Background: an optimization exercise with open tools, aiming at a short achievable clock period and few clock cycles. Do not read the settings as production practice. Only simulation tests tie the RTL to the original design; equivalence was not proved. Power is estimated from default activity; no workload was simulated.

--- flow/design.v ---
module Decoder_3_to_8
	(
	 input [2:0] select_bits,
	 input enable_bit,
	 output reg [7:0] out
	);
	always @*
		case({enable_bit, select_bits})
			4'b0000, 4'b0001, 4'b0010, 4'b0011, 4'b0100, 4'b0101, 4'b0110, 4'b0111: out = 8'h00;
			4'b1000: out = 8'h01;
			4'b1001: out = 8'h02;
			4'b1010: out = 8'h04;
			4'b1011: out = 8'h08;
			4'b1100: out = 8'h10;
			4'b1101: out = 8'h20;
			4'b1110: out = 8'h40;
			4'b1111: out = 8'h80;
		endcase
endmodule
module Decoder_4_to_16
	(
	 input [3:0] select_bits,
	 input enable_bit,
	 output reg [15:0] out
	);
	always @*
		case({enable_bit, select_bits})
			5'b00000, 5'b00001, 5'b00010, 5'b00011, 5'b00100, 5'b00101, 5'b00110,
				5'b00111, 5'b01000, 5'b01001, 5'b01010, 5'b01011, 5'b01100,
				5'b01101, 5'b01110, 5'b01111: out = 16'h0000;
			5'b10000: out = 16'h0001;
			5'b10001: out = 16'h0002;
			5'b10010: out = 16'h0004;
			5'b10011: out = 16'h0008;
			5'b10100: out = 16'h0010;
			5'b10101: out = 16'h0020;
			5'b10110: out = 16'h0040;
			5'b10111: out = 16'h0080;
			5'b11000: out = 16'h0100;
			5'b11001: out = 16'h0200;
			5'b11010: out = 16'h0400;
			5'b11011: out = 16'h0800;
			5'b11100: out = 16'h1000;
			5'b11101: out = 16'h2000;
			5'b11110: out = 16'h4000;
			5'b11111: out = 16'h8000;
		endcase
endmodule
module Mux_16(
	input [15:0] i1,
	input [15:0] i2,
	input [15:0] i3,
	input [15:0] i4,
	input [15:0] i5,
	input [15:0] i6,
	input [15:0] i7,
	input [15:0] i8,
	input [15:0] i9,
	input [15:0] i10,
	input [15:0] i11,
	input [15:0] i12,
	input [15:0] i13,
	input [15:0] i14,
	input [15:0] i15,
	input [15:0] i16,
	input [3:0] selector,
	output reg [15:0] o
	);
	always @* 
		case ({selector})
			4'h0: o = i1;
			4'h1: o = i2;
			4'h2: o = i3;
			4'h3: o = i4;
			4'h4: o = i5;
			4'h5: o = i6;
			4'h6: o = i7;
			4'h7: o = i8;
			4'h8: o = i9;
			4'h9: o = i10;
			4'ha: o = i11;
			4'hb: o = i12;
			4'hc: o = i13;
			4'hd: o = i14;
			4'he: o = i15;
			4'hf: o = i16;
		endcase
endmodule
module ALU(
	input [15:0] a,
	input [15:0] b,
	input [3:0] Imm,
	input [1:0] Alu_Control,
	output reg [15:0] Result
	);
 reg [15:0] extended_Imm;
 integer i;
 always @* 
	begin 
		extended_Imm [0]= Imm[0];
		extended_Imm [1]= Imm[1];
		extended_Imm [2]= Imm[2];
		extended_Imm [3]= Imm[3];
		for( i=4 ; i<16; i=i+1 )
			extended_Imm[i] = Imm[3];
		if( Alu_Control[0] == 0 & Alu_Control[1] == 0)
			Result = a & b;
		else if(Alu_Control[0] == 0 & Alu_Control[1] == 1)
			Result = a & extended_Imm;
		else if(Alu_Control[0] == 1 & Alu_Control[1] == 0)
			Result = a + b;
		else begin
			if(Imm[3] == 1) begin
				extended_Imm = ~extended_Imm + 1;
				Result = a - extended_Imm;
			end
			else
				Result = a + extended_Imm;
		end
	end
endmodule 
module Comparator(
		input [15:0] a,
		input [15:0] b,
		input compareSignal,
		input Clock,
		input Reset,
		output reg zf,cf
	);
	always @(posedge Clock)
		begin
			if (Reset) begin
				zf <= 1'b0;
				cf <= 1'b0;
			end
			else if (compareSignal) begin
				zf <= (a == b);
				cf <= (a < b);
			end
		end
endmodule
module Jump_Condition_Checker
	(
	 input [2:0] jump_signal,
	 input zf, cf, jumpCondCheck,
	 output reg jump_condition_result
	);
	wire [7:0] decoder_result;
	reg je, ja, jb, jbe, jae;
	Decoder_3_to_8 decoder(jump_signal, 1'b1, decoder_result);
	always @*
	begin
		je = (zf & ~cf) & decoder_result[0] & jumpCondCheck;
		ja = (~zf & ~cf) & decoder_result[1] & jumpCondCheck;
		jb = (~zf & cf) & decoder_result[2] & jumpCondCheck;
		jbe = ((~zf & cf) | (zf & ~cf)) & decoder_result[3] & jumpCondCheck;
		jae = ((~zf & ~cf) | (zf & ~cf)) & decoder_result[4] & jumpCondCheck;
		jump_condition_result = je | ja | jb | jbe | jae;
	end
endmodule
module Register_File
	(
	 input [15:0] data_to_write,
	 input regWrite,
	 input [3:0] register_to_write,
	 input [3:0] output_a_selector,
	 input [3:0] output_b_selector,
	 output reg [15:0] output_a,
	 output reg [15:0] output_b,
	 input Clock
	);
	reg [15:0] reg1, reg2, reg3, reg4, reg5, reg6, reg7, reg8, reg9, reg10, reg11,
			   reg12, reg13, reg14, reg15, reg16;
	wire [15:0] decoded_value;
	integer i;
	Decoder_4_to_16 decoder(register_to_write, 1'b1, decoded_value);
	always @(posedge Clock) begin
		if(decoded_value[0] & regWrite)
			reg1 <= data_to_write;
		else if(decoded_value[1] & regWrite)
			reg2 <= data_to_write;
		else if(decoded_value[2] & regWrite)
			reg3 <= data_to_write;
		else if(decoded_value[3] & regWrite)
			reg4 <= data_to_write;
		else if(decoded_value[4] & regWrite)
			reg5 <= data_to_write;
		else if(decoded_value[5] & regWrite)
			reg6 <= data_to_write;
		else if(decoded_value[6] & regWrite)
			reg7 <= data_to_write;
		else if(decoded_value[7] & regWrite)
			reg8 <= data_to_write;
		else if(decoded_value[8] & regWrite)
			reg9 <= data_to_write;
		else if(decoded_value[9] & regWrite)
			reg10 <= data_to_write;
		else if(decoded_value[10] & regWrite)
			reg11 <= data_to_write;
		else if(decoded_value[11] & regWrite)
			reg12 <= data_to_write;
		else if(decoded_value[12] & regWrite)
			reg13 <= data_to_write;
		else if(decoded_value[13] & regWrite)
			reg14 <= data_to_write;
		else if(decoded_value[14] & regWrite)
			reg15 <= data_to_write;
		else if(decoded_value[15] & regWrite)
			reg16 <= data_to_write;
	end
	wire [15:0] a, b;
	Mux_16 a_mux(reg1, reg2, reg3, reg4, reg5, reg6, reg7, reg8, reg9, reg10, reg11,
			   reg12, reg13, reg14, reg15, reg16, output_a_selector, a);
	Mux_16 b_mux(reg1, reg2, reg3, reg4, reg5, reg6, reg7, reg8, reg9, reg10, reg11,
			   reg12, reg13, reg14, reg15, reg16, output_b_selector, b);
	always @* begin
		output_a <= a;
		output_b <= b;
	end
endmodule
module Control_Unit(
		input [3:0] opcode,
		input Clock,
		input Reset,
		output reg pcReadsignal,
		output reg instRead,
		output reg loadData,
		output reg regWrite,
		output reg pcWrite,
		output reg changePc,
		output reg [2:0] jumpSignal,
		output reg [1:0] aluControl,
		output reg dataMemRead,
		output reg memWrite,
		output reg jumpCondCheck,
		output reg compareSignal
	);
	reg [2:0] state,stateNext;
	reg changePcReg;
	always @(state, opcode)
		begin
			pcReadsignal <= ((~state[0]) & (~state[1]) & (~state[2]));
			instRead <= (state[0] & ~state[1] & ~state[2]);
			loadData <= (~state[0] & state[1] & ~state[2] & ~opcode[2] & ~opcode[3]);
			regWrite <= (~state[0] & state[1] & ~state[2] & ~opcode[2] & ~opcode[3]) | (~state[0] & state[1] & ~state[2] & opcode[0] & ~opcode[1] & opcode[2] & ~opcode[3]);
			pcWrite <= state[2];
			changePcReg <= (state[0] & state[1] & ~state[2] & opcode[0] & opcode[1] & opcode[2] & ~opcode[3]) | (state[0] & state[1] & ~state[2] & opcode[3]);
			jumpSignal[0] <= opcode[0] ;  jumpSignal[1] <= opcode[1] ;  jumpSignal[2] <= opcode[2] ; 
			aluControl[0] <= opcode[0] ;  aluControl[1] <= opcode[1] ;
			dataMemRead <= (~state[0] & state[1] & ~state[2] & opcode[0] & ~opcode[1] & opcode[2] & ~opcode[3]);
			memWrite <= (~state[0] & state[1] & ~state[2] & ~opcode[0] & opcode[1] & opcode[2] & ~opcode[3]);
			jumpCondCheck <= opcode[3];
			compareSignal <= (~state[0] & state[1] & ~state[2] & ~opcode[0] & ~opcode[1] & opcode[2] & ~opcode[3]);
			stateNext[0] <= (~state[0] & ~state[1] & ~state[2]) | (~state[0] & state[1] & ~state[2]);
			stateNext[1] <= (state[0] & ~state[1] & ~state[2])  | (~state[0] & state[1] & ~state[2]);
			stateNext[2] <= (state[0] & state[1] & ~state[2]);
		end
	always @(posedge Clock) 
		begin
			if (Reset) begin
				state <= 3'b000;
				changePc <= 1'b0;
			end
			else begin
				state <= stateNext;
				changePc <= changePcReg;
			end
		end
endmodule
module cpu(
	input clk,
	input rst,
	output [11:0] imem_addr,
	input [15:0] imem_rdata,
	output [7:0] dmem_addr,
	output [15:0] dmem_wdata,
	output dmem_we,
	input [15:0] dmem_rdata
);
function [11:0] inc12;
	input [11:0] a;
	integer i;
	begin
		for (i = 0; i < 12; i = i + 1)
			inc12[i] = a[i] ^ (&(a | ~((12'd1 << i) - 12'd1)));
	end
endfunction
function less16;
	input [15:0] a, b;
	reg [15:0] lt, eq;
	integer i, d;
	begin
		lt = ~a & b;
		eq = ~(a ^ b);
		for (d = 1; d < 16; d = d * 2)
			for (i = 15; i >= d; i = i - 1) begin
				lt[i] = lt[i] | (eq[i] & lt[i-d]);
				eq[i] = eq[i] & eq[i-d];
			end
		less16 = lt[15];
	end
endfunction
reg [11:0] pc;
reg [11:0] pc_out_n;
wire [15:0] i0 = imem_rdata;
wire [3:0] op0 = i0[15:12];
wire [11:0] pc1 = inc12(pc);
wire [11:0] pc2 = inc12(pc1);
wire [11:0] tgt0;
adder12 u_tgt(.a(pc), .b(i0[11:0]), .s(tgt0));
wire [15:0] tgt0_oh = 16'd1 << tgt0[3:0];
reg [255:0] c_ins;
reg [127:0] c_tag;
reg [191:0] c_tgt;    
reg [15:0] c_v;
reg [15:0] pc_oh;
wire [7:0] pc_hi1 = pc[11:4] + 8'd1;
wire [15:0] c_we = {pc_oh[0], pc_oh[15:1]};    
wire [15:0] we_m1 = {pc_oh[1:0], pc_oh[15:2]};
reg [15:0] i1, im1;
reg [11:0] tgt1;
reg [15:0] c_match0, c_match1;
integer j;
always @* begin
	i1 = 16'h0000;
	im1 = 16'h0000;
	tgt1 = 12'h000;
	for (j = 0; j < 16; j = j + 1) begin
		i1 = i1 | ({16{pc_oh[j]}} & c_ins[16*j +: 16]);
		tgt1 = tgt1 | ({12{pc_oh[j]}} & c_tgt[12*j +: 12]);
		im1 = im1 | ({16{we_m1[j]}} & c_ins[16*j +: 16]);
		c_match0[j] = c_v[j] & (c_tag[8*j +: 8] == pc[11:4]);
		c_match1[j] = c_v[j] & (c_tag[8*j +: 8] == ((j == 15) ? pc_hi1 : pc[11:4]));
	end
end
wire hit0 = |(c_we & c_match0);
wire hit1 = |(pc_oh & c_match1);
function pairable;
	input [15:0] x, y;
	reg [3:0] ox, oy;
	reg wrx, wry, memx, memy, rda, rdb, rdd, u;
	begin
		ox = x[15:12];
		oy = y[15:12];
		wrx = ~ox[3] & ~ox[2] | (ox == 4'h5);
		wry = ~oy[3] & ~oy[2] | (oy == 4'h5);
		memx = (ox == 4'h5) | (ox == 4'h6);
		memy = (oy == 4'h5) | (oy == 4'h6);
		rda = ~oy[3] & (~oy[2] | ~oy[1] & ~oy[0]);         
		rdb = ~oy[3] & ~oy[1] & (~oy[2] | ~oy[0]);         
		rdd = (oy == 4'h6);
		u = (rda & (y[7:4] == x[11:8])) | (rdb & (y[3:0] == x[11:8])) |
		    ((rdd | wry) & (y[11:8] == x[11:8]));
		pairable = ~(ox[3] & ~(ox[2] & (ox[1] | ox[0]))) & (ox != 4'h7) &    
		           ~(memx & memy) & ~(wrx & u) & ~((ox == 4'h4) & (oy == 4'h4));
	end
endfunction
reg [15:0] c_pb;
wire [3:0] op1 = i1[15:12];
reg [3:0]  r_asel0, r_bsel0, r_dsel0, r_asel1, r_bsel1, r_dsel1;
reg [7:0]  r_addr0, r_addr1;
reg        r_wr0, r_ld0, r_st0, r_cmp0, r_and0, r_imm0;
reg        r_wr1, r_ld1, r_st1, r_cmp1, r_and1, r_imm1;
reg        r_jcc0, r_mz0, r_mc0, r_mn0, r_jcc1, r_mz1, r_mc1, r_mn1;
reg [11:0] r_alt0, r_alt1;
reg [15:0] r_alt0_oh, r_alt1_oh;
reg [15:0] eA0, eB0, eA1, eB1;
reg [3:0]  e_d0, e_d1;
reg        e_wr0, e_ld0, e_and0, e_wr1, e_ld1, e_and1;
reg        e_cmp, e_cmp1;
reg        e_jcc1, e_mz1, e_mc1, e_mn1;
reg [11:0] e_alt1;
reg [15:0] e_alt1_oh;
reg        st_we;
reg [7:0]  daddr;
reg [15:0] sdata;
reg        zf, cf;
reg [15:0] rf [0:15];
wire [15:0] sum0, sum1;
adder16 u_add0(.a(eA0), .b(eB0), .s(sum0));
adder16 u_add1(.a(eA1), .b(eB1), .s(sum1));
wire [15:0] e_res0 = e_ld0 ? dmem_rdata : (e_and0 ? (eA0 & eB0) : sum0);
wire [15:0] e_res1 = e_ld1 ? dmem_rdata : (e_and1 ? (eA1 & eB1) : sum1);
wire [15:0] e_oth0 = e_ld0 ? dmem_rdata : (eA0 & eB0);
wire [15:0] e_oth1 = e_ld1 ? dmem_rdata : (eA1 & eB1);
wire e_add0 = ~e_ld0 & ~e_and0;
wire e_add1 = ~e_ld1 & ~e_and1;
wire zf_e = e_cmp1 ? (eA1 == eB1) : (eA0 == eB0);
wire cf_e = e_cmp1 ? less16(eA1, eB1) : less16(eA0, eB0);
wire zf_x = e_cmp ? zf_e : zf;
wire cf_x = e_cmp ? cf_e : cf;
function [15:0] operand;
	input [3:0] sel;
	input wr0, wr1;
	input [3:0] d0, d1;
	input add0, add1;
	input [15:0] sum0, sum1, oth0, oth1, regv;
	reg f0, f1;
	reg [15:0] early;
	begin
		f0 = wr0 & (d0 == sel);
		f1 = wr1 & (d1 == sel);
		early = f0 ? oth0 : (f1 ? oth1 : regv);
		if (f0 & add0)
			operand = sum0;
		else if (~f0 & f1 & add1)
			operand = sum1;
		else
			operand = early;
	end
endfunction
function cond;
	input [4:0] c;
	input z, f;
	cond = (c[0] & z) | (c[1] & ~z & ~f) | (c[2] & f) | (c[3] & (z | f)) | (c[4] & ~f);
endfunction
wire [15:0] opA0 = operand(r_asel0, e_wr0, e_wr1, e_d0, e_d1, e_add0, e_add1, sum0, sum1, e_oth0, e_oth1, rf[r_asel0]);
wire [15:0] opB0 = r_imm0 ? {{12{r_bsel0[3]}}, r_bsel0} :
                   operand(r_bsel0, e_wr0, e_wr1, e_d0, e_d1, e_add0, e_add1, sum0, sum1, e_oth0, e_oth1, rf[r_bsel0]);
wire [15:0] opA1 = operand(r_asel1, e_wr0, e_wr1, e_d0, e_d1, e_add0, e_add1, sum0, sum1, e_oth0, e_oth1, rf[r_asel1]);
wire [15:0] opB1 = r_imm1 ? {{12{r_bsel1[3]}}, r_bsel1} :
                   operand(r_bsel1, e_wr0, e_wr1, e_d0, e_d1, e_add0, e_add1, sum0, sum1, e_oth0, e_oth1, rf[r_bsel1]);
wire r_cmp = r_cmp0 | r_cmp1;
wire mispred_e = e_jcc1 & (zf_x ? e_mz1 : (cf_x ? e_mc1 : e_mn1));
wire mispred_r = r_jcc0 & (zf_x ? r_mz0 : (cf_x ? r_mc0 : r_mn0));
wire mispred = mispred_e | mispred_r;
wire [11:0] alt = mispred_e ? e_alt1 : r_alt0;
wire [15:0] alt_oh = mispred_e ? e_alt1_oh : r_alt0_oh;
wire [4:0] cond0 = {op0 == 4'hC, op0 == 4'hB, op0 == 4'hA, op0 == 4'h9, op0 == 4'h8};
wire jcc0 = |cond0;
wire pred0 = i0[11] | cond0[3] | cond0[4];
wire take0 = (op0 == 4'h7) | jcc0 & pred0;
wire wr1 = ~op1[3] & ~op1[2] | (op1 == 4'h5);
wire [4:0] cond1 = {op1 == 4'hC, op1 == 4'hB, op1 == 4'hA, op1 == 4'h9, op1 == 4'h8};
wire jcc1 = |cond1;
wire pred1 = i1[11] | cond1[3] | cond1[4];
wire take1 = (op1 == 4'h7) | jcc1 & pred1;
wire [15:0] tgt1_oh = 16'd1 << tgt1[3:0];
wire pair = hit0 & hit1 & (|(c_we & c_pb));
wire kill = rst | mispred;
wire take_now = take0 & ~mispred;
wire [11:0] pc_other = mispred ? alt : (pair ? (take1 ? tgt1 : pc2) : pc1);
wire [11:0] pc_next = take_now ? tgt0 : pc_other;
wire [15:0] pc_oh_other = mispred ? alt_oh :
                          (pair ? (take1 ? tgt1_oh : {pc_oh[13:0], pc_oh[15:14]}) :
                                  {pc_oh[14:0], pc_oh[15]});
wire [15:0] pc_oh_next = take_now ? tgt0_oh : pc_oh_other;
always @(posedge clk) begin
	if (rst)
		pc <= 12'h000;
	else
		pc <= pc_next;
	if (rst)
		pc_out_n <= 12'hfff;
	else
		pc_out_n <= ~pc_next;
	if (rst)
		pc_oh <= 16'h0001;
	else
		pc_oh <= pc_oh_next;
	for (j = 0; j < 16; j = j + 1)
		if (c_we[j]) begin
			c_ins[16*j +: 16] <= i0;
			c_tag[8*j +: 8] <= pc[11:4];
			c_tgt[12*j +: 12] <= tgt0;
		end
	for (j = 0; j < 16; j = j + 1)
		if (c_we[j])
			c_pb[j] <= pairable(i0, i1);
		else if (we_m1[j])
			c_pb[j] <= pairable(im1, i0);
	if (rst)
		c_v <= 16'h0000;
	else
		c_v <= c_v | c_we;
	r_jcc0 <= ~kill & jcc0;
	r_mz0 <= cond(cond0, 1'b1, 1'b0) ^ pred0;
	r_mc0 <= cond(cond0, 1'b0, 1'b1) ^ pred0;
	r_mn0 <= cond(cond0, 1'b0, 1'b0) ^ pred0;
	r_alt0 <= pred0 ? pc1 : tgt0;
	r_alt0_oh <= pred0 ? {pc_oh[14:0], pc_oh[15]} : tgt0_oh;
	r_jcc1 <= ~kill & pair & jcc1;
	r_mz1 <= cond(cond1, 1'b1, 1'b0) ^ pred1;
	r_mc1 <= cond(cond1, 1'b0, 1'b1) ^ pred1;
	r_mn1 <= cond(cond1, 1'b0, 1'b0) ^ pred1;
	r_alt1 <= pred1 ? pc2 : tgt1;
	r_alt1_oh <= pred1 ? {pc_oh[13:0], pc_oh[15:14]} : tgt1_oh;
	r_asel0 <= (op0 == 4'h6) ? i0[11:8] : i0[7:4];
	r_bsel0 <= i0[3:0];
	r_dsel0 <= i0[11:8];
	r_addr0 <= i0[7:0];
	r_wr0  <= ~kill & (~op0[3] & ~op0[2] | (op0 == 4'h5));
	r_ld0  <= (op0 == 4'h5);
	r_st0  <= ~kill & (op0 == 4'h6);
	r_cmp0 <= ~kill & (op0 == 4'h4);
	r_and0 <= (op0 == 4'h0) | (op0 == 4'h2);
	r_imm0 <= (op0 == 4'h2) | (op0 == 4'h3);
	r_asel1 <= (op1 == 4'h6) ? i1[11:8] : i1[7:4];
	r_bsel1 <= i1[3:0];
	r_dsel1 <= i1[11:8];
	r_addr1 <= i1[7:0];
	r_wr1  <= ~kill & pair & wr1;
	r_ld1  <= (op1 == 4'h5);
	r_st1  <= ~kill & pair & (op1 == 4'h6);
	r_cmp1 <= ~kill & pair & (op1 == 4'h4);
	r_and1 <= (op1 == 4'h0) | (op1 == 4'h2);
	r_imm1 <= (op1 == 4'h2) | (op1 == 4'h3);
	eA0 <= opA0;
	eB0 <= opB0;
	eA1 <= opA1;
	eB1 <= opB1;
	e_d0 <= r_dsel0;
	e_d1 <= r_dsel1;
	e_wr0 <= ~rst & ~mispred_e & r_wr0;
	e_wr1 <= ~rst & ~mispred_e & r_wr1;
	e_ld0 <= r_ld0;
	e_ld1 <= r_ld1;
	e_and0 <= r_and0;
	e_and1 <= r_and1;
	e_cmp <= ~rst & ~mispred_e & r_cmp;
	e_cmp1 <= r_cmp1;
	st_we <= ~rst & ~mispred_e & (r_st0 | r_st1);
	e_jcc1 <= ~rst & ~mispred_e & r_jcc1;
	e_mz1 <= r_mz1;
	e_mc1 <= r_mc1;
	e_mn1 <= r_mn1;
	e_alt1 <= r_alt1;
	e_alt1_oh <= r_alt1_oh;
	daddr <= (r_ld1 & r_wr1 | r_st1) ? r_addr1 : r_addr0;
	sdata <= r_st1 ? opA1 : opA0;
	if (e_wr0)
		rf[e_d0] <= e_res0;
	if (e_wr1)
		rf[e_d1] <= e_res1;
	if (rst) begin
		zf <= 1'b0;
		cf <= 1'b0;
	end
	else if (e_cmp) begin
		zf <= zf_e;
		cf <= cf_e;
	end
end
assign imem_addr = ~pc_out_n;
assign dmem_addr = daddr;
assign dmem_wdata = sdata;
assign dmem_we = st_we;
endmodule
module adder12(
	input [11:0] a,
	input [11:0] b,
	output [11:0] s
);
	reg [11:0] g, p, p0;
	integer i, d;
	always @* begin
		g = a & b;
		p = a ^ b;
		p0 = p;
		for (d = 1; d < 12; d = d * 2)
			for (i = 11; i >= d; i = i - 1) begin
				g[i] = g[i] | (p[i] & g[i-d]);
				p[i] = p[i] & p[i-d];
			end
	end
	assign s = p0 ^ {g[10:0], 1'b0};
endmodule
module adder16(
	input [15:0] a,
	input [15:0] b,
	output [15:0] s
);
	reg [15:0] g, p, p0;
	integer i, d;
	always @* begin
		g = a & b;
		p = a ^ b;
		p0 = p;
		for (d = 1; d < 16; d = d * 2)
			for (i = 15; i >= d; i = i - 1) begin
				g[i] = g[i] | (p[i] & g[i-d]);
				p[i] = p[i] & p[i-d];
			end
	end
	assign s = p0 ^ {g[14:0], 1'b0};
endmodule
--- flow/flow/run.sh ---
#!/bin/bash
# Standard ORFS layout (standard synthesis), with timing repair aiming well
# below the 10 ns constraint, free resizing across cell footprints, port
# buffers of a normal drive strength, and no gate cloning (its clones were
# left with slow input nets after routing).
set -euo pipefail
bash standard.sh SETUP_SLACK_MARGIN=7.5 MATCH_CELL_FOOTPRINT=0 SKIP_GATE_CLONING=1 \
  'BUFFER_PORTS_ARGS=-buffer_cell sky130_fd_sc_hd__buf_4' finish > flow_make.log 2>&1
--- flow/config.mk ---
export PLATFORM = sky130hd
export DESIGN_NAME = cpu
export DESIGN_NICKNAME = cpu
export VERILOG_FILES = /design/flow/design.v
export SDC_FILE = /design/flow/constraint.sdc
export NUM_CORES = 4
export LEC_CHECK = 0
export ABC_CLOCK_PERIOD_IN_PS = 200
export CAP_MARGIN = 30
export CORE_MARGIN = 2
export CORE_UTILIZATION = 30
export CTS_CLUSTER_DIAMETER = 100
export CTS_CLUSTER_SIZE = 20
export SLEW_MARGIN = 30
export SYNTH_HIERARCHICAL = 1
--- flow/constraint.sdc ---
create_clock -name core_clock -period 10.0 [get_ports {clk}]
set_input_delay 2.0000 -clock core_clock [delete_from_list [all_inputs] [get_ports {clk}]]
set_output_delay 2.0000 -clock core_clock [all_outputs]
set_load 0.01 [all_outputs]
--- flow/standard.sh ---
#!/bin/bash
# synth_recipe.tcl (not shown) runs the flow's synth.tcl, then flattens the netlist and writes it again
# the make line also repeats each setting of config.mk as NAME=value (left out here)
make -C /OpenROAD-flow-scripts/flow DESIGN_CONFIG=/design/flow/config.mk WORK_HOME=/design/flow/orfs CLKGATE_MAP_FILE= SYNTH_SCRIPT=/design/flow/synth_recipe.tcl "${@:-finish}"
==> flow_summary_export.csv, run 1 <==
group,metric,value,unit
logic_synthesis,yosysUniqueCellTypes,92,
setup_path,startpoint,"imem_rdata[0]",
route,wirelength,228200,um
floorplanning,start_util,30.08,%
placed_design,gp_congestion,0.8517,
setup_path,critPathArrivalTime,4.10,ns
setup_path,cp_cell_sequence,"buf_16, ha_4, inv_2, fa_2, xnor2_4, buf_8, nor2_4, nand2_2, or3_1, a311o_1, o21ai_1",
floorplanning,die_x,442.7,um
logic_synthesis,ys_seq_area_share,54.60,%
logic_synthesis,syn_area,57750,um2
sta,rsz0062_at_grt,"true",
clock_tree,clockRootBuffer,"clkbuf_16",
clock_tree,cts_tree,"done",
logic_synthesis,synth-main-ff-cell,"edfxtp_1",
power_and_ir_drop,power.density,267.6,nW/um2
power_and_ir_drop,peakVddDrop,0.2255,mV
logic_synthesis,synthCells,4484,
layout,final_common_cell,"edfxtp_1",
sta,skew,0.03994,ns
logic_synthesis,ys_ff_latch,1151,
global_route,grt_max_degree,49,
route,routedWlPerCell,30.06,um
floorplanning,io_pins,71,
layout,final_cell_mix,"848 x edfxtp_1, 349 x buf_4, 320 x mux4_2, 277 x nand2_1, 234 x o21ai_1",
sta,slew_viol_final,0,
clock_tree,cts-hold-fix-buffers,0,
placed_design,dp_hpwl,114000,um
route,drt_iter0_markers,5671,
sta,finalHoldViolations,0,
global_route,grt_usage,21.58,%
floorplanning,core,192000,um2
run,cap_violations,0,
sta,holdWs,0.3134,ns
sta,max_freq,289.8,MHz
route,drc,0,
setup_path,cp-end-kind,"flop",
run_status,status,"no timing/DRC/antenna violations",
layout,areaGrowthSynthToFinish,34.21,%
worst_hold_path,hold_start,"r_dsel1[0]$_DFF_P_",
sta,layout_min_cycle_time,3.451,ns
layout,final_core_util,40.37,%
logic_synthesis,ys_async_sr_fraction,0,%
layout,final_net_count,5161,
route,first_pass_iters,6,
clock_tree,ctsHtreeMaxLevel,3,
global_route,antenna_found_initial,4,
clock_tree,clockBufferDepth,3,
logic_synthesis,synth_area_per_cell,12.88,um2
setup_path,startpoint_type,"input pin",
route,vias_per_cell,5.932,
logic_synthesis,synth_edf_count,848,
sta,period_share,34.51,%
global_route,grt_pass1_vias,42490,
setup_path,crit_required,10.65,ns
layout,final_layout_size_suffix_gt1_share,44.50,%
setup_path,crit_slowest_cell,"fa_2",
global_route,grt_pass1_wl,309200,um
sta,setup_viol,0,
worst_hold_path,hold_class,"reg2reg",
setup_path,r2r_start,"pc[4]$_SDFF_PP0_",
logic_synthesis,yosysWarnings,9,
clock_tree,cts_buffers,69,
setup_path,crit_fanout,4,
sta,relSlewSlack,27.99,%
floorplanning,dieArea,196000,um2
sta,worst_pin_slew,1.080,ns
clock_tree,clkSinkCount,1151,
floorplanning,die_y,442.7,um
floorplanning,rows,161,
setup_path,critPathKind,"in2reg",
power_and_ir_drop,p_total,0.02074,W
route,final_antenna_net_count,0,
clock_tree,clk_pin_slew,0.09,ns
setup_path,cp_slowest_stage_delay,0.40,ns
route,num_vias,45040,
global_route,grt-ovfl-total,0,
logic_synthesis,synth_fp_nets,4636,
sta,tns,0,ns
clock_tree,clkLatencyLatePin,0.73,ns
placed_design,io_buffers,70,
power_and_ir_drop,p_leak,26.93,nW
## worst paths after layout
path,endpoint,slack (ns),cells past startpoint
min reg2reg,e_d1[0]$_DFF_P_,0.31,0
max,pc_oh[9]$_SDFF_PP0_,6.55,11
min,e_d1[0]$_DFF_P_,0.31,0
max reg2reg,pc_oh[1]$_SDFF_PP0_,6.69,16
## area by class of cell
cell class	instances	area [um2]
Fill cell	17120	114500
Sequential cell	1151	31810
Multi-Input combinational cell	2882	30000
Timing Repair Buffer	814	10030
Tap cell	2526	3161
Clock buffer	118	1953
Inverter	91	391.6
Clock inverter	9	152.6
Antenna cell	3	7.507
## worst max-delay path, delay by kind of cell
kind	cells	cell delay, ns
and+or+nand+nor	3	0.59
adders and majority gates	2	0.54
AOI/OAI and AO/OA	2	0.44
buffers and inverters	3	0.30
xor gates and xnor gates	1	0.22
## modules after synthesis, one instance, submodules excluded
module / cell area, um2 / flops+latches
cpu: 55850 / 1151
adder16: 705.7 / 0
adder12: 484.2 / 0
## state kept, by name, indices dropped and copies added (netlist names), 128 cells and up, named ones only
name,cells
rf,256
c_tag,128
c_ins,256
c_tgt,192
## what timing repair did
| action | 4_1_cts | 5_1_grt |
|---|---|---|
| pin swaps | 205 | 203 |
| gates resized for setup | 983 | 618 |
| setup buffers | 421 | 211 |
| setup endpoints to repair | 643 | 656 |
## power by group
group          leakage, nW  total, W  internal, W  switching (W)
sequential            10.3   0.00618      0.00586       0.000321
combinational         15.6    0.0115      0.00557        0.00589
clock                 1.00   0.00309      0.00137        0.00172
total                 26.9    0.0207       0.0128        0.00793
## cell usage after synthesis (17+ instances only)
library cell / count / share of area [%]
inv_1: 89 / 0.58
nor4_1: 23 / 0.25
ha_1: 115 / 2.5
mux4_2: 320 / 12
o21ai_0: 377 / 3.3
a22o_1: 96 / 1.5
xor2_1: 157 / 2.4
a221oi_1: 101 / 1.5
or2_2: 27 / 0.29
xnor2_1: 77 / 1.2
and3_1: 36 / 0.39
a22oi_1: 112 / 1.5
buf_2: 72 / 0.62
o31ai_1: 21 / 0.27
o21ai_1: 21 / 0.18
dfxtp_1: 303 / 11
buf_1: 47 / 0.31
o21a_1: 38 / 0.49
mux2i_1: 126 / 2.2
nand3_1: 62 / 0.54
buf_4: 22 / 0.29
nor3_1: 56 / 0.49
nand4_1: 52 / 0.56
nand2b_1: 25 / 0.27
and4_1: 17 / 0.26
edfxtp_1: 848 / 44
clkbuf_1: 208 / 1.4
nor2_1: 178 / 1.2
o22ai_1: 33 / 0.36
nand2_1: 451 / 2.9
a21oi_1: 108 / 0.94
mux2_2: 52 / 1.0
## per-layer routing
metal | part of all wire [%] | track usage, % | vias to the layer above
met5 | 0.0057 | 0 | -
met4 | 6.8 | 11.80 | 2
met3 | 12 | 5.256 | 786
met2 | 45 | 33.46 | 3216
met1 | 36 | 27.73 | 22580
li1 | - | - | 18460
## kinds of logic (layout without fill, tap and decap cells)
logic type / count (synthesis) / in the layout / synth area share (%)
fa+ha+maj: 118 / 118 / 2.596
flops: 1151 / 1151 / 54.60
other cells: 0 / 3 / 0
mux: 504 / 504 / 15.82
xor+xnor: 235 / 235 / 3.577
simple gates: 977 / 977 / 7.839
buf+inv: 451 / 1032 / 3.374
compound gates: 1048 / 1048 / 12.19
## per-stage QoR
step | cell area [um2] | setup slack [ns] | instances
finish | 77500 | 6.549 | 7594
global placement | 62580 | 5.275 | 6828
global route | 77500 | 6.512 | 7592
floorplan | 59600 | 5.935 | 4484
detailed placement | 62680 | 5.161 | 6832
CTS | 72960 | 6.694 | 7380
Testbench counts, summed over its fixed seeds: cycles 39,182.
==> inputs of run 2 (changes only) <==
--- a/flow/config.mk
+++ b/flow/config.mk
@@ -8,7 +8,7 @@
 export ABC_CLOCK_PERIOD_IN_PS = 200
 export CAP_MARGIN = 30
 export CORE_MARGIN = 2
-export CORE_UTILIZATION = 30
+export CORE_UTILIZATION = 34
 export CTS_CLUSTER_DIAMETER = 100
 export CTS_CLUSTER_SIZE = 20
 export SLEW_MARGIN = 30
==> flow_summary_export.csv, run 2 <==
group,metric,value,unit
logic_synthesis,synth_area_leader_cell,"edfxtp_1",
route,wirelength,229200,um
worst_hold_path,hold_class,"reg2reg",
route,num_vias,45190,
logic_synthesis,synth_fa_ha_area_share,2.596,%
placed_design,io_buffers,70,
layout,final_layout_size_suffix_gt1_share,43.49,%
global_route,grt_pass1_wl,313200,um
sta,max_freq,284.7,MHz
setup_path,ff2ff_path_depth,10,
run,cap_violations,0,
logic_synthesis,synth_xor_area_share,3.577,%
placed_design,gp_congestion,0.8922,
sta,layout_min_cycle_time,3.512,ns
route,final_antenna_net_count,0,
layout,nFillCells,14340,
logic_synthesis,synthCells,4484,
logic_synthesis,ys_async_sr_fraction,0,%
logic_synthesis,ys_seq_area_share,54.60,%
floorplanning,die_x,416.1,um
clock_tree,cts_tree,"done",
floorplanning,io_pins,71,
layout,areaGrowthSynthToFinish,33.08,%
setup_path,startpoint_type,"input pin",
placed_design,dp_hpwl,115600,um
logic_synthesis,synth_compound_area_share,12.19,%
global_route,grt_usage,24.97,%
logic_synthesis,synth.most_common_cell,"edfxtp_1",
global_route,antenna_found_initial,6,
clock_tree,clockBufferDepth,3,
setup_path,rr_endpoint,"pc_out_n[10]$_SDFF_PP1_",
logic_synthesis,synth-main-ff-cell,"edfxtp_1",
layout,top_regs,"c_ins (256), rf (256), c_tgt (192)",
route,drc,0,
setup_path,critPathKind,"in2reg",
logic_synthesis,synthDominantCellAreaShare,44.10,%
layout,final_core_util,45.45,%
logic_synthesis,synth.area.mux_share,15.82,%
layout,final_common_cell,"edfxtp_1",
setup_path,critPathArrivalTime,4.11,ns
sta,skew,0.07618,ns
floorplanning,dieArea,173200,um2
clock_tree,cts_buffers,68,
logic_synthesis,ys_ff_latch,1151,
power_and_ir_drop,p_leak,26.87,nW
sta,rsz0062_at_grt,"true",
route,first_pass_iters,6,
sta,setup_viol,0,
logic_synthesis,synthSimpleGateAreaFrac,7.839,%
global_route,grt_pass1_vias,42980,
power_and_ir_drop,peakVddDrop,0.2044,mV
clock_tree,clockRootBuffer,"clkbuf_16",
setup_path,r2r_setup_slack,6.67,ns
setup_path,cp-end-kind,"flop",
clock_tree,clk_pin_slew,0.09,ns
setup_path,r2r_start,"eA1[4]$_DFF_P_",
logic_synthesis,yosys-top-cells-count,"848 x edfxtp_1, 451 x nand2_1, 377 x o21ai_0",
clock_tree,clkSinkCount,1151,
layout,final_cell_mix,"848 x edfxtp_1, 338 x buf_4, 320 x mux4_2, 281 x nand2_1, 231 x o21ai_1",
floorplanning,rows,151,
logic_synthesis,syn_area,57750,um2
sta,period_share,35.12,%
global_route,grt_max_degree,54,
logic_synthesis,synth_fp_nets,4636,
worst_hold_path,hold_end,"e_ld0$_DFF_P_",
route,vias_per_cell,6.201,
logic_synthesis,synth_top_family_by_area,"multiplexers",
logic_synthesis,synthTopCellsByArea,"edfxtp_1 44%, mux4_2 12%, dfxtp_1 11%, o21ai_0 3.3%, nand2_1 2.9%",
layout,final_net_count,5159,
setup_path,crit_fanout,7,
floorplanning,core,169100,um2
run_status,status,"no timing/DRC/antenna violations",
sta,slew_viol_final,0,
logic_synthesis,yosysWarnings,9,
logic_synthesis,synth_area_per_cell,12.88,um2
power_and_ir_drop,power.density,267.1,nW/um2
route,drt_iter0_markers,6315,
sta,finalHoldViolations,0,
global_route,grt-ovfl-total,0,
sta,relSlewSlack,45.13,%
logic_synthesis,yosysUniqueCellTypes,92,
clock_tree,clkLatencyLatePin,0.75,ns
floorplanning,die_y,416.1,um
floorplanning,start_util,34.15,%
setup_path,crit_required,10.60,ns
route,routedWlPerCell,31.46,um
sta,tns,0,ns
logic_synthesis,synth_edf_count,848,
sta,worst_pin_slew,0.8211,ns
worst_hold_path,hold_start,"r_ld0$_DFF_P_",
worst_hold_path,min_path_cells,0,
clock_tree,ctsHtreeMaxLevel,3,
-- run 2: changes by cell type in the layout (fill, tap and decap cells not counted), moves of 8 or more --
| cell | before | now |
|---|---|---|
| buf_8 | 46 | 54 |
| buf_6 | 227 | 215 |
| buf_4 | 349 | 338 |
| dfxtp_2 | 83 | 69 |
| mux2_2 | 20 | 28 |
| ha_4 | 42 | 33 |
| ha_1 | 63 | 76 |
| mux2_4 | 36 | 28 |
| dfxtp_1 | 174 | 185 |
| buf_12 | 134 | 149 |
-- run 2: worst max-delay path by stage --
stage	from	to	slack [ns]	cells past startpoint
after CTS	pc_out_n[6]$_SDFF_PP1_	imem_addr[6]	6.68	2
after detailed placement	imem_rdata[1]	pc_out_n[11]$_SDFF_PP1_	5.25	10
after floorplan	imem_rdata[2]	pc_oh[14]$_SDFF_PP0_	5.93	9
final	imem_rdata[0]	pc_oh[2]$_SDFF_PP0_	6.49	13
after global routing	imem_rdata[0]	pc_oh[2]$_SDFF_PP0_	6.49	13
after global placement	imem_rdata[0]	pc_oh[14]$_SDFF_PP0_	5.31	9
-- run 2: worst max-delay path, stage by stage --
cell      delay, ns
buf_16         0.09
ha_4           0.12
inv_2          0.04
fa_2           0.36
buf_6          0.14
xnor2_4        0.28
buf_6          0.18
buf_6          0.10
buf_8          0.12
nand2b_4       0.20
nor2_4         0.07
a221oi_2       0.31
nor3_1         0.09
-- run 2: stage by stage --
stage	total power [W]	cells	hold slack, ns	area (um2)	setup WS, ns
2_1_floorplan	0.01067	4484	0.3096	59600	5.935
3_3_place_gp	0.01208	6519	0.3103	62190	5.308
3_5_place_dp	0.01216	6523	0.3121	62290	5.253
4_1_cts	0.01846	7123	0.2822	73530	6.678
5_1_grt	0.02115	7287	0.2961	76850	6.492
6_report	0.02052	7287	0.2716	76850	6.488
-- run 2: cell families (layout without fill, tap and decap cells) --
logic type,count (synthesis),in the layout
and+or+nand+nor,977,977
muxes,504,504
adders and majority gates,118,118
other,0,6
xor gates and xnor gates,235,235
DFF,1151,1151
buffers and inverters,451,1030
AOI/OAI and AO/OA,1048,1048
-- run 2: layer usage --
| metal | wire, um | vias to the layer above | global-route usage (%) |
|---|---|---|---|
| met3 | 27650 | 818 | 6.554 |
| li1 | - | 18450 | - |
| met1 | 84350 | 22630 | 32.21 |
| met5 | 48 | - | 0.2223 |
| met4 | 15540 | 4 | 13.47 |
| met2 | 101700 | 3289 | 38.34 |
-- run 2: final cells by class --
cell class | instances | area (um2) | area share [%]
antenna | 6 | 15.01 | 0.01954
clock buffer | 112 | 1877 | 2.442
clock inverter | 14 | 231.5 | 0.3012
inverter | 91 | 389.1 | 0.5063
multi-input combinational | 2882 | 29530 | 38.43
sequential | 1151 | 31800 | 41.38
tap | 2218 | 2775 | 3.611
timing repair buffer | 813 | 10230 | 13.31
-- run 2: report_power, final --
part | total [W] | switching, W | internal [W]
Sequential | 0.00622 | 0.000362 | 0.00586
Combinational | 0.0112 | 0.00578 | 0.00544
Clock | 0.00308 | 0.00173 | 0.00135
-- run 2: repair_timing --
item | CTS | global route
gates resized for setup | 1074 | 470
hold buffers | 0 | 0
setup buffers | 474 | 158
pin swaps | 218 | 145
setup endpoints to repair | 630 | 672
-- run 2: per-module statistics from Yosys (local to each module, per instance) --
| module | times used | flip-flops and latches |
|---|---|---|
| cpu | 1 | 1151 |
| adder16 | 2 | 0 |
| adder12 | 1 | 0 |
==> inputs of run 3 (changes only) <==
--- a/flow/design.v
+++ b/flow/design.v
@@ -308,7 +308,8 @@
 wire [11:0] pc2 = inc12(pc1);
 wire [11:0] tgt0;
 adder12 u_tgt(.a(pc), .b(i0[11:0]), .s(tgt0));
-wire [15:0] tgt0_oh = 16'd1 << tgt0[3:0];
+wire [31:0] tgt0_rot = {pc_oh, pc_oh} << i0[3:0];
+wire [15:0] tgt0_oh = tgt0_rot[31:16];
 reg [255:0] c_ins;
 reg [127:0] c_tag;
 reg [191:0] c_tgt;    
--- a/flow/config.mk
+++ b/flow/config.mk
@@ -8,7 +8,7 @@
 export ABC_CLOCK_PERIOD_IN_PS = 200
 export CAP_MARGIN = 30
 export CORE_MARGIN = 2
-export CORE_UTILIZATION = 34
+export CORE_UTILIZATION = 30
 export CTS_CLUSTER_DIAMETER = 100
 export CTS_CLUSTER_SIZE = 20
 export SLEW_MARGIN = 30
==> flow_summary_export.csv, run 3 <==
group,metric,value,unit
placed_design,io_buffers,70,
global_route,antenna_found_initial,6,
power_and_ir_drop,power.density,245.3,nW/um2
clock_tree,clockBufferDepth,3,
placed_design,gp_congestion,0.8804,
sta,period_share,34.30,%
setup_path,critPathArrivalTime,4.05,ns
floorplanning,core,193000,um2
sta,tns,0,ns
clock_tree,cts_tree,"done",
run_status,status,"no timing/DRC/antenna violations",
clock_tree,clockRootBuffer,"clkbuf_16",
route,num_vias,45530,
clock_tree,clk_pin_slew,0.09,ns
sta,max_freq,291.5,MHz
sta,setup_slack,6.570,ns
route,drc,0,
floorplanning,start_util,30.25,%
logic_synthesis,ys_seq_area_share,54.00,%
setup_path,cp_slowest_stage_delay,0.53,ns
setup_path,crit_buf_inv,1,
floorplanning,io_pins,71,
logic_synthesis,yosys-top-cells-count,"848 x edfxtp_1, 466 x nand2_1, 425 x o21ai_0",
sta,skew,0.03624,ns
floorplanning,rows,161,
logic_synthesis,synth_edf_count,848,
layout,final_layout_size_suffix_gt1_share,42.05,%
power_and_ir_drop,peakVddDrop,0.2314,mV
clock_tree,clkLatencyLatePin,0.73,ns
layout,final_net_count,5169,
route,wirelength,227400,um
layout,areaGrowthSynthToFinish,31.80,%
logic_synthesis,synthDominantCellAreaShare,43.61,%
sta,slew_viol_final,0,
placed_design,dp_hpwl,112400,um
layout,final_cell_mix,"848 x edfxtp_1, 342 x buf_4, 336 x mux4_2, 317 x nand2_1, 266 x o21ai_1",
sta,worst_pin_slew,1.005,ns
setup_path,crit_required,10.62,ns
sta,setup_viol,0,
logic_synthesis,yosysUniqueCellTypes,95,
logic_synthesis,ys_async_sr_fraction,0,%
setup_path,crit_slowest_cell,"ha_1",
layout,final_common_cell,"edfxtp_1",
logic_synthesis,synthTopCellsByArea,"edfxtp_1 44%, mux4_2 13%, dfxtp_1 10%, o21ai_0 3.6%, nand2_1 3.0%",
logic_synthesis,syn_area,58380,um2
floorplanning,die_y,445.2,um
setup_path,cpLargestDelayFamily,"simple AND/OR/NAND/NOR gates",
clock_tree,cts-hold-fix-buffers,0,
clock_tree,clkSinkCount,1151,
setup_path,crit_fanout,23,
setup_path,crit_top_cell,"nand3_1",
sta,relSlewSlack,32.97,%
clock_tree,cts_buffers,67,
floorplanning,dieArea,198200,um2
floorplanning,die_x,445.2,um
layout,top_regs,"c_ins (256), rf (256), c_tgt (192)",
route,first_pass_iters,6,
logic_synthesis,synth.most_common_cell,"edfxtp_1",
logic_synthesis,synthCells,4553,
global_route,grt-ovfl-total,0,
logic_synthesis,synth_area_leader_cell,"edfxtp_1",
route,final_antenna_net_count,0,
placed_design,dpl_worst_slack,5.122,ns
route,vias_per_cell,5.991,
setup_path,cp_cell_sequence,"buf_8, ha_1, nand3_1, nand3_1, o221ai_4, xnor2_4, a2111o_1, and3_1",
sta,finalHoldViolations,0,
power_and_ir_drop,p_leak,26.84,nW
logic_synthesis,synth_area_per_cell,12.82,um2
global_route,grt_usage,21.93,%
route,drt_iter0_markers,6399,
run,cap_violations,0,
setup_path,cp-end-kind,"flop",
global_route,grt_pass1_vias,43240,
worst_hold_path,hold_class,"reg2reg",
setup_path,startpoint_type,"input pin",
global_route,grt_pass1_wl,315700,um
sta,layout_min_cycle_time,3.430,ns
clock_tree,ctsHtreeMaxLevel,3,
setup_path,critPathKind,"in2reg",
logic_synthesis,synth_fp_nets,4705,
route,routedWlPerCell,29.92,um
logic_synthesis,ys_ff_latch,1151,
logic_synthesis,yosysWarnings,9,
logic_synthesis,synth-main-ff-cell,"edfxtp_1",
sta,rsz0062_at_grt,"true",
global_route,grt_max_degree,53,
## run 3: changes by cell type after synthesis, moves of 10 or more
cell	previous run	this run
a211oi_1	7	27
a221oi_1	101	86
a22o_1	96	86
a22oi_1	112	129
buf_2	72	54
buf_4	22	6
clkbuf_1	208	250
mux2_2	52	94
mux4_2	320	336
nand2_1	451	466
o21ai_0	377	425
o311ai_0	10	0
o31ai_1	21	5
## run 3: per-module statistics from Yosys (local to each module, per instance)
module   cells inside  copies in the design
cpu              4317                     1
adder16            86                     2
adder12            64                     1
## run 3: area by class of cell
cell class                      instances  area [um2]
Timing Repair Buffer                  749        9383
Inverter                               86       379.1
Antenna cell                            2       5.005
Sequential cell                      1151       31810
Clock inverter                         10       209.0
Clock buffer                          114        1854
Multi-Input combinational cell       2962       30150
Fill cell                           17440      116000
Tap cell                             2526        3161
## run 3: cells by family (layout without fill, tap and decap cells)
| logic type | after synthesis | after routing | synth area share (%) |
|---|---|---|---|
| compound gates | 1063 | 1063 | 12.02 |
| simple gates | 984 | 984 | 7.796 |
| flops | 1151 | 1151 | 54.00 |
| xor+xnor | 243 | 243 | 3.645 |
| mux | 554 | 554 | 16.91 |
| fa+ha+maj | 118 | 118 | 2.567 |
| buf+inv | 440 | 959 | 3.054 |
| other cells | 0 | 2 | 0 |
## run 3: worst paths after layout
path	from	end	slack (ns)	cells after the start
worst min-delay path	r_ld0$_DFF_P_	e_ld0$_DFF_P_	0.31	0
worst min register to register	r_ld0$_DFF_P_	e_ld0$_DFF_P_	0.31	0
worst max-delay path	imem_rdata[8]	pc[10]$_SDFF_PP0_	6.57	8
worst max register to register	eA1[10]$_DFF_P_	pc[9]$_SDFF_PP0_	6.62	14
## run 3: where the power goes
part | switching [W] | internal [W]
sequential | 0.000346 | 0.00587
combinational | 0.00502 | 0.00460
clock | 0.00171 | 0.00133
## run 3: stage by stage
step	power (W)	hold WS, ns	area, um2	std cells	util, %
2_1_floorplan	0.01055	0.3096	60460	4553	-
6_report	0.01888	0.3133	76950	7600	39.87
3_3_place_gp	0.01177	0.3101	63460	6907	32.88
3_5_place_dp	0.01186	0.3121	63570	6911	32.94
5_1_grt	0.01952	0.3181	76950	7599	39.87
4_1_cts	0.01752	0.3121	74230	7482	38.47
## run 3: layer usage
layer	vias to the layer above	wire length [um]	GRT usage, %
met3	730	28980	5.720
met4	2	12960	10.58
met2	3228	100200	33.31
met5	-	13	0
met1	23010	85200	29.03
li1	18560	-	-
## run 3: repair_timing
| item | in CTS | in global routing |
|---|---|---|
| hold endpoints to repair | 0 | 0 |
| endpoints found under the setup margin | 645 | 640 |
| resized for setup | 954 | 393 |
| setup buffers | 447 | 116 |
| pin swaps | 198 | 136 |
Testbench counts of run 3, summed over its fixed seeds: cycles 39,182.
==> inputs of run 4 (changes only) <==
--- a/flow/config.mk
+++ b/flow/config.mk
@@ -9,7 +9,5 @@
 export CAP_MARGIN = 30
 export CORE_MARGIN = 2
 export CORE_UTILIZATION = 30
-export CTS_CLUSTER_DIAMETER = 100
-export CTS_CLUSTER_SIZE = 20
 export SLEW_MARGIN = 30
 export SYNTH_HIERARCHICAL = 1
==> flow_summary_export.csv, run 4 <==
group,metric,value,unit
run_status,status,"no timing/DRC/antenna violations",
sta,relSlewSlack,32.25,%
route,num_vias,46290,
worst_hold_path,hold_class,"reg2reg",
logic_synthesis,synth-main-ff-cell,"edfxtp_1",
sta,tns,0,ns
layout,stdcell_area,79420,um2
layout,final_cell_mix,"848 x edfxtp_1, 336 x mux4_2, 335 x buf_4, 306 x nand2_1, 250 x o21ai_1",
route,final_antenna_net_count,0,
layout,nFillCells,17160,
clock_tree,clockBufferDepth,3,
global_route,grt_pass1_vias,43550,
placed_design,dp_hpwl,112400,um
setup_path,rr_endpoint,"pc_out_n[6]$_SDFF_PP1_",
clock_tree,clk_pin_slew,0.07,ns
route,first_pass_iters,5,
logic_synthesis,ys_ff_latch,1151,
setup_path,startpoint_type,"input pin",
global_route,grt_usage,21.87,%
sta,finalHoldViolations,0,
logic_synthesis,yosysWarnings,9,
setup_path,critPathKind,"in2reg",
route,wirelength,230500,um
power_and_ir_drop,p_sw,0.007479,W
clock_tree,ctsHtreeMaxLevel,3,
sta,slew_viol_final,0,
global_route,grt_max_degree,54,
power_and_ir_drop,clockPowerShare,21.1,%
setup_path,crit_slowest_cell,"a2111o_1",
floorplanning,die_x,445.2,um
global_route,grt-ovfl-total,0,
setup_path,crit_buf_inv,1,
placed_design,gp_congestion,0.8804,
placed_design,place_area,63570,um2
setup_path,worst-path-stages,9,
setup_path,r2r_setup_slack,6.66,ns
setup_path,r2r_start,"eA1[11]$_DFF_P_",
floorplanning,core,193000,um2
worst_hold_path,hold_end,"e_ld0$_DFF_P_",
route,drt_iter0_markers,6432,
clock_tree,clkLatencyLatePin,0.80,ns
setup_path,cpLargestDelayFamily,"compound AO/OA/AOI/OAI gates",
power_and_ir_drop,netSwitchingFraction,36.41,%
power_and_ir_drop,power.density,258.6,nW/um2
power_and_ir_drop,p_leak,28.00,nW
logic_synthesis,synth_area_leader_cell,"edfxtp_1",
logic_synthesis,synth.most_common_cell,"edfxtp_1",
setup_path,critPathArrivalTime,4.10,ns
setup_path,ff2ff_path_depth,16,
logic_synthesis,ys_async_sr_fraction,0,%
sta,skew,0.06256,ns
logic_synthesis,yosys-top-cells-count,"848 x edfxtp_1, 466 x nand2_1, 425 x o21ai_0",
power_and_ir_drop,peakVddDrop,0.2459,mV
worst_hold_path,hold_start,"r_ld0$_DFF_P_",
sta,layout_min_cycle_time,3.407,ns
sta,worst_pin_slew,1.016,ns
clock_tree,cts_tree,"done",
power_and_ir_drop,p_seq_share,30.3,%
route,routedWlPerCell,29.85,um
global_route,grt_pass1_wl,315300,um
placed_design,dpl_worst_slack,5.122,ns
setup_path,crit_fanout,19,
placed_design,io_buffers,70,
sta,setup_viol,0,
layout,final_net_count,5247,
clock_tree,clkSinkCount,1151,
logic_synthesis,ys_seq_area_share,54.00,%
worst_hold_path,min_path_cells,0,
logic_synthesis,syn_area,58380,um2
layout,areaGrowthSynthToFinish,36.03,%
global_route,antenna_found_initial,3,
layout,top_regs,"c_ins (256), rf (256), c_tgt (192)",
floorplanning,die_y,445.2,um
floorplanning,start_util,30.25,%
floorplanning,dieArea,198200,um2
power_and_ir_drop,power_frac_comb,48.6,%
logic_synthesis,synth_edf_count,848,
logic_synthesis,synthTopCellsByArea,"edfxtp_1 44%, mux4_2 13%, dfxtp_1 10%, o21ai_0 3.6%, nand2_1 3.0%",
sta,setup_slack,6.593,ns
logic_synthesis,synthDominantCellAreaShare,43.61,%
floorplanning,rows,161,
clock_tree,cts_buffers,112,
sta,rsz0062_at_grt,"true",
setup_path,crit_required,10.69,ns
logic_synthesis,synth_area_per_cell,12.82,um2
sta,holdWs,0.3252,ns
setup_path,cp_cell_sequence,"buf_16, ha_4, nor2b_2, o31a_1, o21a_4, o221ai_4, xnor2_4, a2111o_1, and3_1",
sta,max_freq,293.6,MHz
layout,final_common_cell,"edfxtp_1",
logic_synthesis,synthCells,4553,
clock_tree,clockRootBuffer,"clkbuf_16",
floorplanning,io_pins,71,
route,vias_per_cell,5.994,
sta,period_share,34.07,%
layout,final_layout_size_suffix_gt1_share,44.26,%
power_and_ir_drop,power.internal,0.01306,W
setup_path,startpoint,"imem_rdata[2]",
logic_synthesis,yosysUniqueCellTypes,95,
logic_synthesis,synth_fp_nets,4705,
setup_path,cp_slowest_stage_delay,0.43,ns
run,cap_violations,0,
route,drc,0,
setup_path,cp-end-kind,"flop",
[run 4: modules after synthesis (local to each module, per instance)]
module   area [um2]  flops+latches
cpu           56490           1151
adder12       484.2              0
adder16       705.7              0
[run 4: kinds of logic (layout without fill, tap and decap cells)]
group,count (synthesis),in the layout,synth area share (%)
AND/OR/NAND/NOR,984,984,7.796
adder cells (fa/ha/maj),118,118,2.567
multiplexers,554,554,16.91
flip-flops,1151,1151,54.00
buffers and inverters,440,1081,3.054
other,0,2,0
XOR/XNOR,243,243,3.645
AO/OA/AOI/OAI,1063,1063,12.02
[run 4: power groups by stage]
stage	Clock, W	Sequential [W]	Combinational, W
6_report	0.00434	0.00622	0.00998
5_1_grt	0.00455	0.00625	0.0104
4_1_cts	0.00436	0.00619	0.00822
3_5_place_dp	0	0.00640	0.00546
3_3_place_gp	0	0.00639	0.00538
2_1_floorplan	0	0.00618	0.00438
[run 4: final cells by class]
| cell class | count | area, um2 | area share (%) |
|---|---|---|---|
| antenna | 2 | 5.005 | 0.006301 |
| clock buffer | 155 | 3122 | 3.931 |
| clock inverter | 58 | 579.3 | 0.7294 |
| inverter | 86 | 381.6 | 0.4805 |
| multi-input combinational | 2962 | 30490 | 38.38 |
| sequential | 1151 | 31800 | 40.04 |
| tap | 2526 | 3161 | 3.979 |
| timing repair buffer | 782 | 9889 | 12.45 |
[run 4: timing repair]
item	in CTS	in global routing
hold buffers	0	0
endpoints found under the setup margin	636	626
gates resized for setup	957	501
pin swaps	174	199
setup buffers	418	178
[run 4: how the worst max path moves through the flow]
stage                        endpoint  slack [ns]
2_1_floorplan       pc[10]$_SDFF_PP0_        5.96
4_1_cts                  imem_addr[9]        6.61
3_3_place_gp   pc_out_n[9]$_SDFF_PP1_        5.00
6_report            pc[10]$_SDFF_PP0_        6.59
5_1_grt             pc[10]$_SDFF_PP0_        6.61
3_5_place_dp   pc_out_n[6]$_SDFF_PP1_        5.12
[run 4: per-layer routing]
| layer | up-vias | global-route usage [%] | share of wire, % |
|---|---|---|---|
| met5 | - | 0 | 0 |
| met3 | 880 | 6.126 | 13 |
| met2 | 3382 | 33.09 | 43 |
| met4 | 0 | 10.62 | 6.5 |
| li1 | 18790 | - | - |
| met1 | 23240 | 28.78 | 37 |
[run 4: worst reg2reg max path, cell delays in order, from the launching register on]
cell	delay, ns
dfxtp_4	0.39
inv_4	0.04
ha_4	0.26
nand4_1	0.17
or4_4	0.60
a2bb2oi_4	0.18
a31oi_4	0.21
buf_12	0.15
buf_6	0.11
a211oi_4	0.06
nor3_4	0.19
buf_12	0.18
buf_6	0.12
buf_8	0.11
buf_12	0.11
nand2_8	0.08
o32a_1	0.33
[run 4: per-stage QoR]
stage,instances,power [W],util (%)
6_report,7722,0.02054,41.16
3_3_place_gp,6907,0.01177,32.88
5_1_grt,7721,0.02123,41.15
3_5_place_dp,6911,0.01186,32.94
2_1_floorplan,4553,0.01055,-
4_1_cts,7542,0.01877,39.22

## separate check: timing with driven ports
Ports are ideal in the flow. The routed layouts listed here were re-timed in OpenROAD. Step 1 (the two cells are an assumption about what drives the block):
set clk [get_ports {clk}]
set_driving_cell -lib_cell sky130_fd_sc_hd__clkbuf_16 $clk
set_driving_cell -lib_cell sky130_fd_sc_hd__buf_2 [delete_from_list [all_inputs] $clk]
Step 2 adds t to the input delays and takes it off the output delays; t is the mean of the earliest and latest rising clock arrival at the registers after step 1. Input paths then give back, and output paths get back, about the clock's delay inside the block. Slacks: no drivers / after step 1 / after step 2; pairs: no drivers / after step 1.
run	t (ns)	setup WS [ns]	pins driven straight from the clock port
run 1	0.788	6.549 / 6.528 / 5.740	1
run 2	0.799	6.488 / 6.367 / 5.568	1
run 3	0.796	6.570 / 6.576 / 5.780	1
run 4	0.857	6.593 / 6.558 / 5.731	1
After both steps setup and hold are still met in every run listed. The setup slack of run 2, which loses most, moves by -0.121 ns with the drivers and by -0.920 ns with both steps.
